This is an optimization exercise on Yosys and OpenROAD, whose aim is small area and a short achievable clock period, not a production implementation. In this exercise RTL edits were held to simulation tests only and were not proved equivalent to the original. Power and IR drop assume default switching activity.

==> inputs of trial 86 <==
Design nios_2, start of the top module:
module nios_2 (
input clk,
input rst,
input enable,   
input  [31:0] inst_fetch,
output wire [7:0] prog_count_o,
output wire        data_mem_wr_o,     
output wire        data_mem_rd_o,     
output wire [31:0] data_mem_addr_o,   
output wire [31:0] data_mem_wdata_o,   
input       [31:0] data_mem_rdata_i    
);
==> flow/config.mk <==
export PLATFORM = sky130hd
export DESIGN_NAME = nios_2
export DESIGN_NICKNAME = nios_2
export VERILOG_FILES = /design/flow/design.v
export SDC_FILE = /design/flow/constraint.sdc
export NUM_CORES = 4
export LEC_CHECK = 0
export CAP_MARGIN = 20
export CORE_MARGIN = 2
export CORE_UTILIZATION = 40
export PLACE_DENSITY = 0.5
export SETUP_SLACK_MARGIN = 4.0
export SLEW_MARGIN = 20
export TNS_END_PERCENT = 20
==> flow/constraint.sdc <==
create_clock -name core_clock -period 10.0 [get_ports {clk}]
set_input_delay 2.0000 -clock core_clock [delete_from_list [all_inputs] [get_ports {clk}]]
set_output_delay 2.0000 -clock core_clock [all_outputs]
set_load 0.01 [all_outputs]
run.sh (not shown) runs the stock make flow with config.mk's settings and CLKGATE_MAP_FILE= SYNTH_SCRIPT=/design/flow/synth_recipe.tcl, a recipe that flattens the netlist after the stock synthesis.
==> build 24 (differences from trial 86) <==
--- a/flow/design.v
+++ b/flow/design.v
@@ -12,21 +12,21 @@
 );
 wire [5:0] op_c = inst_fetch[5:0];
 wire i_type_c = (op_c == 6'h04) | (op_c == 6'h15) | (op_c == 6'h16) |
                 (op_c == 6'h17) | (op_c == 6'h1E) | (op_c == 6'h26);
 wire r_type_c = (op_c == 6'h3A) | (op_c == 6'h31);
 wire call_c   = (op_c == 6'h00);
 wire ir_c     = i_type_c | r_type_c;
-wire [4:0] rega_addr_c = {5{ir_c}} & inst_fetch[31:27];
 wire [4:0] regb_addr_c = {5{ir_c}} & inst_fetch[26:22];
 wire       dst_b_c     = (op_c == 6'h04) | (op_c == 6'h17);
 wire [4:0] dst_c       = dst_b_c  ? inst_fetch[26:22] :
                          r_type_c ? inst_fetch[21:17] : 5'h1F;
 wire       ext_mul_c   = (inst_fetch[16:6] == 11'h027);
 wire       ext_jmp_c   = (inst_fetch[16:6] == 11'h01D);
+wire       is_mul_c    = (op_c == 6'h3A) & ext_mul_c;
 reg  [7:0] prog_count;
 reg  [7:0] prog_count_de;
 reg  [7:0] prog_count_ex;
 reg [15:0] imm;           
 reg [31:0] regA;
 reg [31:0] regB;
 reg [31:0] regB_mem;
@@ -61,16 +61,18 @@
 wire        wb_exec = w_ld | w_alu;
 wire [31:0] wb_data = w_ld ? data_mem_rdata_i : alu_op_wb;
 function [31:0] rst_val(input integer k);
   rst_val = (k == 4)  ? 32'h00000004 :
             (k == 29) ? 32'h0000FFFF :
             (k == 31) ? 32'h000000A0 : 32'h00000000;
 endfunction
-wire [31:0] selA = 32'h1 << rega_addr_c;
-wire [31:0] selB = 32'h1 << regb_addr_c;
+wire [31:0] decA = 32'h1 << inst_fetch[31:27];
+wire [31:0] decB = 32'h1 << inst_fetch[26:22];
+wire [31:0] selA = ir_c ? decA : 32'h1;
+wire [31:0] selB = ir_c ? decB : 32'h1;
 reg  [31:0] rdA, rdB;
 integer k;
 always @* begin
   rdA = 32'h0;
   rdB = 32'h0;
   for (k = 0; k < 32; k = k + 1) begin
     rdA = rdA | ({32{selA[k] & ~rf_rst[k]}} & rf[k]) | ({32{selA[k] & rf_rst[k]}} & rst_val(k));
@@ -101,15 +103,15 @@
         rf_rst[gi] <= 1'b0;
   end
 endgenerate
 wire [31:0] simm = {{16{imm[15]}}, imm};
 wire        b_gt = regB > regA;
 wire        b_eq = regB == regA;
 wire        branch_taken = (e_blt & b_gt) | (e_bne & ~b_eq) | (e_beq & b_eq);
-wire        use_pc = e_call | ((e_bne | e_beq) & branch_taken);
+wire        use_pc = e_call | (e_bne & ~b_eq) | (e_beq & b_eq);
 wire [31:0] add_x  = use_pc ? {24'h0, prog_count_ex} : regA;
 wire [31:0] add_y  = e_add ? regB : e_call ? 32'h4 : simm;
 wire        sum_en = e_addi | e_bne | e_beq | e_call | e_add;
 wire pp0_0 = bo_one[0] & regA[0];
 wire ng0 = bo_neg[0] & ~pp0_0;
 wire pp0_1 = ((bo_one[0] & regA[1]) | (bo_two[0] & regA[0])) ^ bo_neg[0];
 wire pp0_2 = ((bo_one[0] & regA[2]) | (bo_two[0] & regA[1])) ^ bo_neg[0];
@@ -830,24 +832,25 @@
 wire fs431 = fs318 ^ fc373 ^ fs374;
 wire fc432 = (fs318 & fc373) | (fs318 & fs374) | (fc373 & fs374);
 wire fs433 = fs322 ^ fc375 ^ fs376;
 wire fc434 = (fs322 & fc375) | (fs322 & fs376) | (fc375 & fs376);
 wire fs435 = fs325 ^ fc377 ^ fs378;
 wire [31:0] mul_s = {fc434, fc432, fc430, fc428, fc426, fc424, fc422, fc420, fc418, fc416, fc414, fc412, fc410, fc408, fc406, fc404, fc402, fc400, fc398, fc396, fc394, fc392, fc390, fc388, fc386, fc384, fc382, hc380, hs379, pp0_2, ng0, pp0_0};
 wire [31:0] mul_c = {fs435, fs433, fs431, fs429, fs427, fs425, fs423, fs421, fs419, fs417, fs415, fs413, fs411, fs409, fs407, fs405, fs403, fs401, fs399, fs397, fs395, fs393, fs391, fs389, fs387, fs385, fs383, fs381, pp1_1, pp1_0, pp0_1, 1'b0};
-wire [31:0] cpa_x = e_mul ? mul_s : ({32{sum_en}} & add_x);
-wire [31:0] cpa_y = e_mul ? mul_c : ({32{sum_en}} & add_y);
+wire [31:0] cpa_x = mul_s | ({32{sum_en}} & add_x);
+wire [31:0] cpa_y = mul_c | ({32{sum_en}} & add_y);
 wire [31:0] alu_op_c = cpa_x + cpa_y;
 wire [7:0] prog_count_c = !enable      ? prog_count :
                           branch_taken ? (e_blt ? imm[7:0] : prog_count_ex + imm[7:0]) :
                           e_jmp        ? regA[7:0] :
                           e_call       ? imm[7:0] :
                                          prog_count + 8'h04;
-wire fwd1 = (rega_addr_c == regb_addr)     & (rega_addr_c != 5'b0) & ~e_st;
-wire fwd2 = (rega_addr_c == regb_addr_mem) & (rega_addr_c != 5'b0);
+wire a_nz = ir_c & (inst_fetch[31:27] != 5'b0);
+wire fwd1 = a_nz & (inst_fetch[31:27] == regb_addr)     & ~e_st;
+wire fwd2 = a_nz & (inst_fetch[31:27] == regb_addr_mem);
 wire mem_op = m_ld | m_st;
 assign prog_count_o     = prog_count;
 assign data_mem_rd_o    = m_ld;
 assign data_mem_wr_o    = m_st;
 assign data_mem_addr_o  = {32{mem_op}} & alu_op;
 assign data_mem_wdata_o = {32{mem_op}} & regB_mem;
 always @ (posedge clk or negedge rst)
@@ -889,32 +892,32 @@
     e_st          <= (op_c == 6'h15);
     e_ld          <= (op_c == 6'h17);
     e_blt         <= (op_c == 6'h16);
     e_bne         <= (op_c == 6'h1E);
     e_beq         <= (op_c == 6'h26);
     e_add         <= (op_c == 6'h31);
     e_r           <= r_type_c;
-    e_mul         <= (op_c == 6'h3A) & ext_mul_c;
+    e_mul         <= is_mul_c;
     e_jmp         <= (op_c == 6'h3A) & ext_jmp_c;
     m_ld          <= e_ld;
     m_st          <= e_st;
     m_wb          <= e_wbb | e_callwb | e_r;
     w_ld          <= m_ld;
     w_alu         <= m_wb;
   end
 end
 always @ (posedge clk)
 begin
     imm[15:8]     <= inst_fetch[21:14];
     prog_count_ex <= prog_count_de;
     regA          <= fwd1 ? alu_op_c : fwd2 ? alu_op : rdA;
     regB          <= rdB;
-    bo_one        <= bo_one_c;
-    bo_two        <= bo_two_c;
-    bo_neg        <= bo_neg_c;
+    bo_one        <= {16{is_mul_c}} & bo_one_c;
+    bo_two        <= {16{is_mul_c}} & bo_two_c;
+    bo_neg        <= {16{is_mul_c}} & bo_neg_c;
     regB_mem      <= regB;
     alu_op        <= alu_op_c;
     alu_op_wb     <= alu_op;
     dst_ex        <= dst_c;
     dst_mem       <= dst_ex;
     dst_wb        <= dst_mem;
 end
CORE_UTILIZATION = 45   (was 40)
CTS_CLUSTER_DIAMETER = 60   (was not set)
CTS_CLUSTER_SIZE = 20   (was not set)
PLACE_DENSITY = 0.55   (was 0.5)
SETUP_SLACK_MARGIN = 5.0   (was 4.0)
TNS_END_PERCENT = 0   (was 20)
==> run summary <==
item	build 24	trial 86
Critical path buffer and inverter count	2	4
Tapcell Cnt	1,930	2,340
Placed insts	7,125	8,285
Number of ordinary and repair buffers in the finished layout	504	597
Delay of the slowest cell on the worst path	1.06 ns	0.91 ns
Result of the run	finished clean	finished clean
Setup Slack @ Placement	2.35 ns	2.37 ns
Maximum clock rate	168 MHz	158 MHz
Clock share of power	39.1%	33.7%
Critical path depth	9	12
Portion of total power attributed to combinational logic	8.0%	31.7%
Synthesized net count	5,606	6,284
Setup WS post-layout	4.06 ns	3.67 ns

==> onyx <==
Another version of the RTL of nios_2 (not shown whole).
export LEC_CHECK = 0
export CAP_MARGIN = 20
export CORE_MARGIN = 2
export CORE_UTILIZATION = 45
export PLACE_DENSITY = 0.55
export SLEW_MARGIN = 20
create_clock -name core_clock -period 10.0 [get_ports {clk}]
==> inputs of cedar, as changes to onyx <==
--- a/flow/design.v
+++ b/flow/design.v
@@ -12,21 +12,21 @@
 );
 wire [5:0] op_c = inst_fetch[5:0];
 wire i_type_c = (op_c == 6'h04) | (op_c == 6'h15) | (op_c == 6'h16) |
                 (op_c == 6'h17) | (op_c == 6'h1E) | (op_c == 6'h26);
 wire r_type_c = (op_c == 6'h3A) | (op_c == 6'h31);
 wire call_c   = (op_c == 6'h00);
 wire ir_c     = i_type_c | r_type_c;
-wire [4:0] rega_addr_c = {5{ir_c}} & inst_fetch[31:27];
 wire [4:0] regb_addr_c = {5{ir_c}} & inst_fetch[26:22];
 wire       dst_b_c     = (op_c == 6'h04) | (op_c == 6'h17);
 wire [4:0] dst_c       = dst_b_c  ? inst_fetch[26:22] :
                          r_type_c ? inst_fetch[21:17] : 5'h1F;
 wire       ext_mul_c   = (inst_fetch[16:6] == 11'h027);
 wire       ext_jmp_c   = (inst_fetch[16:6] == 11'h01D);
+wire       is_mul_c    = (op_c == 6'h3A) & ext_mul_c;
 reg  [7:0] prog_count;
 reg  [7:0] prog_count_de;
 reg  [7:0] prog_count_ex;
 reg [15:0] imm;           
 reg [31:0] regA;
 reg [31:0] regB;
 reg [31:0] regB_mem;
@@ -61,16 +61,18 @@
 wire        wb_exec = w_ld | w_alu;
 wire [31:0] wb_data = w_ld ? data_mem_rdata_i : alu_op_wb;
 function [31:0] rst_val(input integer k);
   rst_val = (k == 4)  ? 32'h00000004 :
             (k == 29) ? 32'h0000FFFF :
             (k == 31) ? 32'h000000A0 : 32'h00000000;
 endfunction
-wire [31:0] selA = 32'h1 << rega_addr_c;
-wire [31:0] selB = 32'h1 << regb_addr_c;
+wire [31:0] decA = 32'h1 << inst_fetch[31:27];
+wire [31:0] decB = 32'h1 << inst_fetch[26:22];
+wire [31:0] selA = ir_c ? decA : 32'h1;
+wire [31:0] selB = ir_c ? decB : 32'h1;
 reg  [31:0] rdA, rdB;
 integer k;
 always @* begin
   rdA = 32'h0;
   rdB = 32'h0;
   for (k = 0; k < 32; k = k + 1) begin
     rdA = rdA | ({32{selA[k] & ~rf_rst[k]}} & rf[k]) | ({32{selA[k] & rf_rst[k]}} & rst_val(k));
@@ -101,15 +103,15 @@
         rf_rst[gi] <= 1'b0;
   end
 endgenerate
 wire [31:0] simm = {{16{imm[15]}}, imm};
 wire        b_gt = regB > regA;
 wire        b_eq = regB == regA;
 wire        branch_taken = (e_blt & b_gt) | (e_bne & ~b_eq) | (e_beq & b_eq);
-wire        use_pc = e_call | ((e_bne | e_beq) & branch_taken);
+wire        use_pc = e_call | (e_bne & ~b_eq) | (e_beq & b_eq);
 wire [31:0] add_x  = use_pc ? {24'h0, prog_count_ex} : regA;
 wire [31:0] add_y  = e_add ? regB : e_call ? 32'h4 : simm;
 wire        sum_en = e_addi | e_bne | e_beq | e_call | e_add;
 wire pp0_0 = bo_one[0] & regA[0];
 wire ng0 = bo_neg[0] & ~pp0_0;
 wire pp0_1 = ((bo_one[0] & regA[1]) | (bo_two[0] & regA[0])) ^ bo_neg[0];
 wire pp0_2 = ((bo_one[0] & regA[2]) | (bo_two[0] & regA[1])) ^ bo_neg[0];
@@ -830,50 +832,39 @@
 wire fs431 = fs318 ^ fc373 ^ fs374;
 wire fc432 = (fs318 & fc373) | (fs318 & fs374) | (fc373 & fs374);
 wire fs433 = fs322 ^ fc375 ^ fs376;
 wire fc434 = (fs322 & fc375) | (fs322 & fs376) | (fc375 & fs376);
 wire fs435 = fs325 ^ fc377 ^ fs378;
 wire [31:0] mul_s = {fc434, fc432, fc430, fc428, fc426, fc424, fc422, fc420, fc418, fc416, fc414, fc412, fc410, fc408, fc406, fc404, fc402, fc400, fc398, fc396, fc394, fc392, fc390, fc388, fc386, fc384, fc382, hc380, hs379, pp0_2, ng0, pp0_0};
 wire [31:0] mul_c = {fs435, fs433, fs431, fs429, fs427, fs425, fs423, fs421, fs419, fs417, fs415, fs413, fs411, fs409, fs407, fs405, fs403, fs401, fs399, fs397, fs395, fs393, fs391, fs389, fs387, fs385, fs383, fs381, pp1_1, pp1_0, pp0_1, 1'b0};
-wire [31:0] cpa_x = e_mul ? mul_s : ({32{sum_en}} & add_x);
-wire [31:0] cpa_y = e_mul ? mul_c : ({32{sum_en}} & add_y);
+wire [31:0] cpa_x = mul_s | ({32{sum_en}} & add_x);
+wire [31:0] cpa_y = mul_c | ({32{sum_en}} & add_y);
 wire [31:0] alu_op_c = cpa_x + cpa_y;
 wire [7:0] prog_count_c = !enable      ? prog_count :
                           branch_taken ? (e_blt ? imm[7:0] : prog_count_ex + imm[7:0]) :
                           e_jmp        ? regA[7:0] :
                           e_call       ? imm[7:0] :
                                          prog_count + 8'h04;
-wire fwd1 = (rega_addr_c == regb_addr)     & (rega_addr_c != 5'b0) & ~e_st;
-wire fwd2 = (rega_addr_c == regb_addr_mem) & (rega_addr_c != 5'b0);
+wire a_nz = ir_c & (inst_fetch[31:27] != 5'b0);
+wire fwd1 = a_nz & (inst_fetch[31:27] == regb_addr)     & ~e_st;
+wire fwd2 = a_nz & (inst_fetch[31:27] == regb_addr_mem);
 wire mem_op = m_ld | m_st;
 assign prog_count_o     = prog_count;
 assign data_mem_rd_o    = m_ld;
 assign data_mem_wr_o    = m_st;
 assign data_mem_addr_o  = {32{mem_op}} & alu_op;
 assign data_mem_wdata_o = {32{mem_op}} & regB_mem;
 always @ (posedge clk or negedge rst)
 begin
   if (!rst) begin
     prog_count    <= 8'h00;
     prog_count_de <= 8'h00;
-    prog_count_ex <= 8'h00;
-    imm           <= 16'h0;
-    regA          <= 32'h0;
-    regB          <= 32'h0;
-    bo_one        <= 16'h0;
-    bo_two        <= 16'h0;
-    bo_neg        <= 16'h0;
-    regB_mem      <= 32'h0;
-    alu_op        <= 32'h0;
-    alu_op_wb     <= 32'h0;
+    imm[7:0]      <= 8'h0;
     regb_addr     <= 5'h0;
     regb_addr_mem <= 5'h0;
-    dst_ex        <= 5'h0;
-    dst_mem       <= 5'h0;
-    dst_wb        <= 5'h0;
     e_call        <= 1'b1;
     e_callwb      <= 1'b0;
     e_addi        <= 1'b0;
     e_wbb         <= 1'b0;
     e_st          <= 1'b0;
     e_ld          <= 1'b0;
     e_blt         <= 1'b0;
@@ -887,43 +878,47 @@
     m_st          <= 1'b0;
     m_wb          <= 1'b0;
     w_ld          <= 1'b0;
     w_alu         <= 1'b0;
   end else begin
     prog_count    <= prog_count_c;
     prog_count_de <= prog_count;
-    prog_count_ex <= prog_count_de;
-    imm           <= inst_fetch[21:6];
-    regA          <= fwd1 ? alu_op_c : fwd2 ? alu_op : rdA;
-    regB          <= rdB;
-    bo_one        <= bo_one_c;
-    bo_two        <= bo_two_c;
-    bo_neg        <= bo_neg_c;
-    regB_mem      <= regB;
-    alu_op        <= alu_op_c;
-    alu_op_wb     <= alu_op;
+    imm[7:0]      <= inst_fetch[13:6];
     regb_addr     <= regb_addr_c;
     regb_addr_mem <= regb_addr;
-    dst_ex        <= dst_c;
-    dst_mem       <= dst_ex;
-    dst_wb        <= dst_mem;
     e_call        <= call_c;
     e_callwb      <= call_c;
     e_addi        <= (op_c == 6'h04) | (op_c == 6'h15) | (op_c == 6'h17);
     e_wbb         <= (op_c == 6'h04);
     e_st          <= (op_c == 6'h15);
     e_ld          <= (op_c == 6'h17);
     e_blt         <= (op_c == 6'h16);
     e_bne         <= (op_c == 6'h1E);
     e_beq         <= (op_c == 6'h26);
     e_add         <= (op_c == 6'h31);
     e_r           <= r_type_c;
-    e_mul         <= (op_c == 6'h3A) & ext_mul_c;
+    e_mul         <= is_mul_c;
     e_jmp         <= (op_c == 6'h3A) & ext_jmp_c;
     m_ld          <= e_ld;
     m_st          <= e_st;
     m_wb          <= e_wbb | e_callwb | e_r;
     w_ld          <= m_ld;
     w_alu         <= m_wb;
   end
 end
+always @ (posedge clk)
+begin
+    imm[15:8]     <= inst_fetch[21:14];
+    prog_count_ex <= prog_count_de;
+    regA          <= fwd1 ? alu_op_c : fwd2 ? alu_op : rdA;
+    regB          <= rdB;
+    bo_one        <= {16{is_mul_c}} & bo_one_c;
+    bo_two        <= {16{is_mul_c}} & bo_two_c;
+    bo_neg        <= {16{is_mul_c}} & bo_neg_c;
+    regB_mem      <= regB;
+    alu_op        <= alu_op_c;
+    alu_op_wb     <= alu_op;
+    dst_ex        <= dst_c;
+    dst_mem       <= dst_ex;
+    dst_wb        <= dst_mem;
+end
 endmodule
Settings changed: CORE_UTILIZATION 45 to 40, CTS_BUF_LIST from default to sky130_fd_sc_hd__clkbuf_8, PLACE_DENSITY 0.55 to 0.5, SETUP_SLACK_MARGIN from default to 5.0, TNS_END_PERCENT from default to 20.
==> inputs of juniper, as changes to onyx <==
--- a/flow/design.v
+++ b/flow/design.v
@@ -12,21 +12,21 @@
 );
 wire [5:0] op_c = inst_fetch[5:0];
 wire i_type_c = (op_c == 6'h04) | (op_c == 6'h15) | (op_c == 6'h16) |
                 (op_c == 6'h17) | (op_c == 6'h1E) | (op_c == 6'h26);
 wire r_type_c = (op_c == 6'h3A) | (op_c == 6'h31);
 wire call_c   = (op_c == 6'h00);
 wire ir_c     = i_type_c | r_type_c;
-wire [4:0] rega_addr_c = {5{ir_c}} & inst_fetch[31:27];
 wire [4:0] regb_addr_c = {5{ir_c}} & inst_fetch[26:22];
 wire       dst_b_c     = (op_c == 6'h04) | (op_c == 6'h17);
 wire [4:0] dst_c       = dst_b_c  ? inst_fetch[26:22] :
                          r_type_c ? inst_fetch[21:17] : 5'h1F;
 wire       ext_mul_c   = (inst_fetch[16:6] == 11'h027);
 wire       ext_jmp_c   = (inst_fetch[16:6] == 11'h01D);
+wire       is_mul_c    = (op_c == 6'h3A) & ext_mul_c;
 reg  [7:0] prog_count;
 reg  [7:0] prog_count_de;
 reg  [7:0] prog_count_ex;
 reg [15:0] imm;           
 reg [31:0] regA;
 reg [31:0] regB;
 reg [31:0] regB_mem;
@@ -61,16 +61,18 @@
 wire        wb_exec = w_ld | w_alu;
 wire [31:0] wb_data = w_ld ? data_mem_rdata_i : alu_op_wb;
 function [31:0] rst_val(input integer k);
   rst_val = (k == 4)  ? 32'h00000004 :
             (k == 29) ? 32'h0000FFFF :
             (k == 31) ? 32'h000000A0 : 32'h00000000;
 endfunction
-wire [31:0] selA = 32'h1 << rega_addr_c;
-wire [31:0] selB = 32'h1 << regb_addr_c;
+wire [31:0] decA = 32'h1 << inst_fetch[31:27];
+wire [31:0] decB = 32'h1 << inst_fetch[26:22];
+wire [31:0] selA = ir_c ? decA : 32'h1;
+wire [31:0] selB = ir_c ? decB : 32'h1;
 reg  [31:0] rdA, rdB;
 integer k;
 always @* begin
   rdA = 32'h0;
   rdB = 32'h0;
   for (k = 0; k < 32; k = k + 1) begin
     rdA = rdA | ({32{selA[k] & ~rf_rst[k]}} & rf[k]) | ({32{selA[k] & rf_rst[k]}} & rst_val(k));
@@ -101,15 +103,15 @@
         rf_rst[gi] <= 1'b0;
   end
 endgenerate
 wire [31:0] simm = {{16{imm[15]}}, imm};
 wire        b_gt = regB > regA;
 wire        b_eq = regB == regA;
 wire        branch_taken = (e_blt & b_gt) | (e_bne & ~b_eq) | (e_beq & b_eq);
-wire        use_pc = e_call | ((e_bne | e_beq) & branch_taken);
+wire        use_pc = e_call | (e_bne & ~b_eq) | (e_beq & b_eq);
 wire [31:0] add_x  = use_pc ? {24'h0, prog_count_ex} : regA;
 wire [31:0] add_y  = e_add ? regB : e_call ? 32'h4 : simm;
 wire        sum_en = e_addi | e_bne | e_beq | e_call | e_add;
 wire pp0_0 = bo_one[0] & regA[0];
 wire ng0 = bo_neg[0] & ~pp0_0;
 wire pp0_1 = ((bo_one[0] & regA[1]) | (bo_two[0] & regA[0])) ^ bo_neg[0];
 wire pp0_2 = ((bo_one[0] & regA[2]) | (bo_two[0] & regA[1])) ^ bo_neg[0];
@@ -830,50 +832,39 @@
 wire fs431 = fs318 ^ fc373 ^ fs374;
 wire fc432 = (fs318 & fc373) | (fs318 & fs374) | (fc373 & fs374);
 wire fs433 = fs322 ^ fc375 ^ fs376;
 wire fc434 = (fs322 & fc375) | (fs322 & fs376) | (fc375 & fs376);
 wire fs435 = fs325 ^ fc377 ^ fs378;
 wire [31:0] mul_s = {fc434, fc432, fc430, fc428, fc426, fc424, fc422, fc420, fc418, fc416, fc414, fc412, fc410, fc408, fc406, fc404, fc402, fc400, fc398, fc396, fc394, fc392, fc390, fc388, fc386, fc384, fc382, hc380, hs379, pp0_2, ng0, pp0_0};
 wire [31:0] mul_c = {fs435, fs433, fs431, fs429, fs427, fs425, fs423, fs421, fs419, fs417, fs415, fs413, fs411, fs409, fs407, fs405, fs403, fs401, fs399, fs397, fs395, fs393, fs391, fs389, fs387, fs385, fs383, fs381, pp1_1, pp1_0, pp0_1, 1'b0};
-wire [31:0] cpa_x = e_mul ? mul_s : ({32{sum_en}} & add_x);
-wire [31:0] cpa_y = e_mul ? mul_c : ({32{sum_en}} & add_y);
+wire [31:0] cpa_x = mul_s | ({32{sum_en}} & add_x);
+wire [31:0] cpa_y = mul_c | ({32{sum_en}} & add_y);
 wire [31:0] alu_op_c = cpa_x + cpa_y;
 wire [7:0] prog_count_c = !enable      ? prog_count :
                           branch_taken ? (e_blt ? imm[7:0] : prog_count_ex + imm[7:0]) :
                           e_jmp        ? regA[7:0] :
                           e_call       ? imm[7:0] :
                                          prog_count + 8'h04;
-wire fwd1 = (rega_addr_c == regb_addr)     & (rega_addr_c != 5'b0) & ~e_st;
-wire fwd2 = (rega_addr_c == regb_addr_mem) & (rega_addr_c != 5'b0);
+wire a_nz = ir_c & (inst_fetch[31:27] != 5'b0);
+wire fwd1 = a_nz & (inst_fetch[31:27] == regb_addr)     & ~e_st;
+wire fwd2 = a_nz & (inst_fetch[31:27] == regb_addr_mem);
 wire mem_op = m_ld | m_st;
 assign prog_count_o     = prog_count;
 assign data_mem_rd_o    = m_ld;
 assign data_mem_wr_o    = m_st;
 assign data_mem_addr_o  = {32{mem_op}} & alu_op;
 assign data_mem_wdata_o = {32{mem_op}} & regB_mem;
 always @ (posedge clk or negedge rst)
 begin
   if (!rst) begin
     prog_count    <= 8'h00;
     prog_count_de <= 8'h00;
-    prog_count_ex <= 8'h00;
-    imm           <= 16'h0;
-    regA          <= 32'h0;
-    regB          <= 32'h0;
-    bo_one        <= 16'h0;
-    bo_two        <= 16'h0;
-    bo_neg        <= 16'h0;
-    regB_mem      <= 32'h0;
-    alu_op        <= 32'h0;
-    alu_op_wb     <= 32'h0;
+    imm[7:0]      <= 8'h0;
     regb_addr     <= 5'h0;
     regb_addr_mem <= 5'h0;
-    dst_ex        <= 5'h0;
-    dst_mem       <= 5'h0;
-    dst_wb        <= 5'h0;
     e_call        <= 1'b1;
     e_callwb      <= 1'b0;
     e_addi        <= 1'b0;
     e_wbb         <= 1'b0;
     e_st          <= 1'b0;
     e_ld          <= 1'b0;
     e_blt         <= 1'b0;
@@ -887,43 +878,47 @@
     m_st          <= 1'b0;
     m_wb          <= 1'b0;
     w_ld          <= 1'b0;
     w_alu         <= 1'b0;
   end else begin
     prog_count    <= prog_count_c;
     prog_count_de <= prog_count;
-    prog_count_ex <= prog_count_de;
-    imm           <= inst_fetch[21:6];
-    regA          <= fwd1 ? alu_op_c : fwd2 ? alu_op : rdA;
-    regB          <= rdB;
-    bo_one        <= bo_one_c;
-    bo_two        <= bo_two_c;
-    bo_neg        <= bo_neg_c;
-    regB_mem      <= regB;
-    alu_op        <= alu_op_c;
-    alu_op_wb     <= alu_op;
+    imm[7:0]      <= inst_fetch[13:6];
     regb_addr     <= regb_addr_c;
     regb_addr_mem <= regb_addr;
-    dst_ex        <= dst_c;
-    dst_mem       <= dst_ex;
-    dst_wb        <= dst_mem;
     e_call        <= call_c;
     e_callwb      <= call_c;
     e_addi        <= (op_c == 6'h04) | (op_c == 6'h15) | (op_c == 6'h17);
     e_wbb         <= (op_c == 6'h04);
     e_st          <= (op_c == 6'h15);
     e_ld          <= (op_c == 6'h17);
     e_blt         <= (op_c == 6'h16);
     e_bne         <= (op_c == 6'h1E);
     e_beq         <= (op_c == 6'h26);
     e_add         <= (op_c == 6'h31);
     e_r           <= r_type_c;
-    e_mul         <= (op_c == 6'h3A) & ext_mul_c;
+    e_mul         <= is_mul_c;
     e_jmp         <= (op_c == 6'h3A) & ext_jmp_c;
     m_ld          <= e_ld;
     m_st          <= e_st;
     m_wb          <= e_wbb | e_callwb | e_r;
     w_ld          <= m_ld;
     w_alu         <= m_wb;
   end
 end
+always @ (posedge clk)
+begin
+    imm[15:8]     <= inst_fetch[21:14];
+    prog_count_ex <= prog_count_de;
+    regA          <= fwd1 ? alu_op_c : fwd2 ? alu_op : rdA;
+    regB          <= rdB;
+    bo_one        <= {16{is_mul_c}} & bo_one_c;
+    bo_two        <= {16{is_mul_c}} & bo_two_c;
+    bo_neg        <= {16{is_mul_c}} & bo_neg_c;
+    regB_mem      <= regB;
+    alu_op        <= alu_op_c;
+    alu_op_wb     <= alu_op;
+    dst_ex        <= dst_c;
+    dst_mem       <= dst_ex;
+    dst_wb        <= dst_mem;
+end
 endmodule
Settings changed: CORE_UTILIZATION 45 to 40, PLACE_DENSITY 0.55 to 0.5, SETUP_SLACK_MARGIN from default to 5.0, TNS_END_PERCENT from default to 20.
==> run summary <==
Combinational power, highest first: onyx, juniper, cedar. Hold slack, lowest first: juniper, cedar, onyx. In sequential power, onyx and cedar hardly differ. Against onyx, the clock power of cedar is lower by 15%. Of juniper and onyx, onyx has the higher sequential share of layout area (gap 2.1 points). Worst setup slack: cedar is worse than juniper (0.068 ns). The highest final area belongs to juniper, the lowest to onyx. In onyx the synthesized cell count is larger than in juniper, by 1.8%.

[separate check: timing with driven ports]
In the flow no input, the clock included, has a driving cell. The finished layouts below were timed again as built, in two steps.
Step 1, drivers: a clkbuf_16 drives clk and a buf_2 each remaining input, both assumed.
Step 2, shift: input delay + t, output delay - t, t = (earliest + latest rising clock arrival at the registers) / 2. This alone moves slack from input paths to output paths.
Slacks: no drivers / after step 1 / after step 2; pairs: no drivers / after step 1.
| run | t (ns) | slack for setup (ns) | worst hold slack (ns) | latest minus earliest clock arrival (ns) | pins driven straight from the clock port |
|---|---|---|---|---|---|
| trial 86 | 0.938 | 3.668 / 3.730 / 2.792 | 0.325 / 0.325 / 0.325 | 0.045 / 0.044 | 1 |
| build 24 | 0.840 | 4.055 / 4.110 / 3.270 | 0.327 / 0.327 / 0.327 | 0.078 / 0.078 | 1 |
| onyx | 0.887 | 2.223 / 2.223 / 2.202 | 0.343 / 0.343 / 0.343 | 0.055 / 0.054 | 1 |
| cedar | 1.083 | 4.273 / 4.273 / 3.512 | 0.321 / 0.321 / 0.321 | 0.099 / 0.099 | 1 |
| juniper | 0.873 | 4.342 / 4.342 / 3.582 | 0.318 / 0.318 / 0.318 | 0.048 / 0.047 | 1 |
After both steps setup and hold are still met in every run listed. The setup slack of trial 86, which loses most, moves by +0.062 ns with the drivers and by -0.876 ns with both steps.
